From an optimization exercise on the open Yosys and OpenROAD flow, aimed at small area and a short achievable clock period; shortcuts taken in it are not production practice.
The RTL was checked by simulation tests, not by an equivalence proof against the original design.
Power is estimated from default activity; no workload was simulated.

## mul32_pipe
module mul32_pipe(clk, rst, in_valid, a, b, out_valid, p);
  input clk, rst, in_valid;
  input [31:0] a, b;
  output out_valid;
  output [63:0] p;
  reg [2:0] vpipe;
  always @(posedge clk)
    if (rst) vpipe <= 3'd0;
    else vpipe <= {vpipe[1:0], in_valid};
  assign out_valid = vpipe[2];
  reg [305:0] rk1;
  reg [136:0] rk2;
  reg [87:0] rk3;
  wire n1 = b[1] & ~b[0];
  wire n2 = b[2] ^ b[1];
  wire n3 = (b[3] & ~b[2] & ~b[1]) | (~b[3] & b[2] & b[1]);
  wire n4 = b[4] ^ b[3];
  wire n5 = (b[5] & ~b[4] & ~b[3]) | (~b[5] & b[4] & b[3]);
  wire n6 = b[6] ^ b[5];
  wire n7 = (b[7] & ~b[6] & ~b[5]) | (~b[7] & b[6] & b[5]);
  wire n8 = b[8] ^ b[7];
  wire n9 = (b[9] & ~b[8] & ~b[7]) | (~b[9] & b[8] & b[7]);
  wire n10 = b[10] ^ b[9];
  wire n11 = (b[11] & ~b[10] & ~b[9]) | (~b[11] & b[10] & b[9]);
  wire n12 = b[12] ^ b[11];
  wire n13 = (b[13] & ~b[12] & ~b[11]) | (~b[13] & b[12] & b[11]);
  wire n14 = b[14] ^ b[13];
  wire n15 = (b[15] & ~b[14] & ~b[13]) | (~b[15] & b[14] & b[13]);
  wire n16 = b[16] ^ b[15];
  wire n17 = (b[17] & ~b[16] & ~b[15]) | (~b[17] & b[16] & b[15]);
  wire n18 = b[18] ^ b[17];
  wire n19 = (b[19] & ~b[18] & ~b[17]) | (~b[19] & b[18] & b[17]);
  wire n20 = b[20] ^ b[19];
  wire n21 = (b[21] & ~b[20] & ~b[19]) | (~b[21] & b[20] & b[19]);
  wire n22 = b[22] ^ b[21];
  wire n23 = (b[23] & ~b[22] & ~b[21]) | (~b[23] & b[22] & b[21]);
  wire n24 = b[24] ^ b[23];
  wire n25 = (b[25] & ~b[24] & ~b[23]) | (~b[25] & b[24] & b[23]);
  wire n26 = b[26] ^ b[25];
  wire n27 = (b[27] & ~b[26] & ~b[25]) | (~b[27] & b[26] & b[25]);
  wire n28 = b[28] ^ b[27];
  wire n29 = (b[29] & ~b[28] & ~b[27]) | (~b[29] & b[28] & b[27]);
  wire n30 = b[30] ^ b[29];
  wire n31 = (b[31] & ~b[30] & ~b[29]) | (~b[31] & b[30] & b[29]);
  wire n32 = a[0] ^ b[1];
  wire n33 = a[1] ^ b[1];
  wire n34 = a[2] ^ b[1];
  wire n35 = a[3] ^ b[1];
  wire n36 = a[4] ^ b[1];
  wire n37 = a[5] ^ b[1];
  wire n38 = a[6] ^ b[1];
  wire n39 = a[7] ^ b[1];
  wire n40 = a[8] ^ b[1];
  wire n41 = a[9] ^ b[1];
  wire n42 = a[10] ^ b[1];
  wire n43 = a[11] ^ b[1];
  wire n44 = a[12] ^ b[1];
  wire n45 = a[13] ^ b[1];
  wire n46 = a[14] ^ b[1];
  wire n47 = a[15] ^ b[1];
  wire n48 = a[16] ^ b[1];
  wire n49 = a[17] ^ b[1];
  wire n50 = a[18] ^ b[1];
  ...
Settings: LEC_CHECK=0, ABC_AREA=1, CAP_MARGIN=20, CORE_MARGIN=2, CORE_UTILIZATION=50, CTS_CLUSTER_DIAMETER=100, CTS_CLUSTER_SIZE=24, PLACE_DENSITY=0.75, SLEW_MARGIN=20, SYNTH_HIERARCHICAL=1; clock period 2.5 ns.
standard.sh (not shown) runs the stock make flow with config.mk's settings and CLKGATE_MAP_FILE= SYNTH_SCRIPT=/design/flow/synth_recipe.tcl, a recipe that flattens the netlist after the stock synthesis.
==> flow/flow/run.sh <==
#!/bin/bash
# Own layout flow: the standard ORFS flow (standard.sh), unchanged except that the
# port buffers that global placement inserts on every input and output use a plain buffer
# (buf_4) instead of the delay cell buffer_ports picks by default.
set -euo pipefail
export BUFFER_PORTS_ARGS="-buffer_cell sky130_fd_sc_hd__buf_4"
bash standard.sh finish > standard_flow.log 2>&1
==> next run, changes <==
ABC_CLOCK_PERIOD_IN_PS = 2000   (was not set)
CTS_CLUSTER_DIAMETER = 120   (was 100)
CTS_CLUSTER_SIZE = 20   (was 24)
What happened:
- setup slack improved by 0.054 ns
- combinational power stays flat
- worst hold slack improved by 0.0087 ns
- maximum frequency grows by a few percent
- final area barely changes
- clock-buffer cell count stays the same
- final cell count hardly moves
- synthesized area is unchanged
- non-clock buffer count does not change
==> next run, changes <==
ABC_CLOCK_PERIOD_IN_PS = not set   (was 2000)
CTS_CLUSTER_SIZE = 26   (was 20)
The changed run ran to the end with no violations; register-to-register slack barely changes; total power came out lower by 1.1%; setup slack is worse by 0.023 ns; global-route usage came out lower by 0.11 points; flip-flop and latch count stays the same; clock-buffer cell count went down by 6; design area decreases by 0.35%; critical path depth does not change; hold slack is better by 0.010 ns; wire length falls by about 0.54%.

========
Setup of the previous run:
mul32_pipe again, from the RTL that the note above started with.
clock: 2.5 ns
lec_check: 0
abc_area: 1
cap_margin: 20
core_margin: 2
core_utilization: 40
slew_margin: 20
synth_hierarchical: 1
Scripts as last shown in full above: flow/flow/run.sh
The previous run finished every stage and its layout cleared the timing, DRC and antenna checks.
### the previous run -> the current run
Settings: CORE_UTILIZATION: 40 -> 50; CTS_CLUSTER_DIAMETER: unset -> 120; PLACE_DENSITY: unset -> 0.75; CTS_CLUSTER_SIZE: unset -> 20.
==> comparison <==
The current run vs the previous run: share of cell area taken by multi-input logic gates up in the current run
Diff the previous run -> the current run: instance count after placement with tap cells included lower; clock-buffer cell count lower; sum of met2 wire segment lengths after detailed routing lower.
The current run ends up with higher core utilization of the finished layout than the previous run does.
Power: the current run draws less than the previous run
Number of signal-net buffers in the layout: the current run > the previous run
Design area (lower): the current run

[port drivers added, routing unchanged]
In the flow no input, the clock included, has a driving cell. The finished layouts below were timed again as built, in two steps. Step 1 assumes that a clkbuf_16 drives the clock port and a buf_2 every other input. Step 2 also shifts input and output timing later by t, the mid clock arrival at the registers, as if the neighbouring blocks saw the same clock. a / b / c = ideal / step 1 / step 2; a / b = the first two.
| run | t (ns) | setup slack, ns | worst slew at a driven data input, ns |
|---|---|---|---|
| the first run of note 1 | 0.675 | 0.090 / 0.090 / -0.532 | 0.09 |
| the second run of note 1 | 0.677 | 0.144 / 0.127 / -0.491 | 0.09 |
| the third run of note 1 | 0.671 | 0.121 / 0.146 / -0.506 | 0.10 |
| the previous run | 0.692 | 0.123 / 0.123 / -0.275 | 0.10 |
| the current run | 0.677 | 0.144 / 0.127 / -0.491 | 0.09 |
With both steps, setup timing fails in every run listed, where it was met with ideal ports.
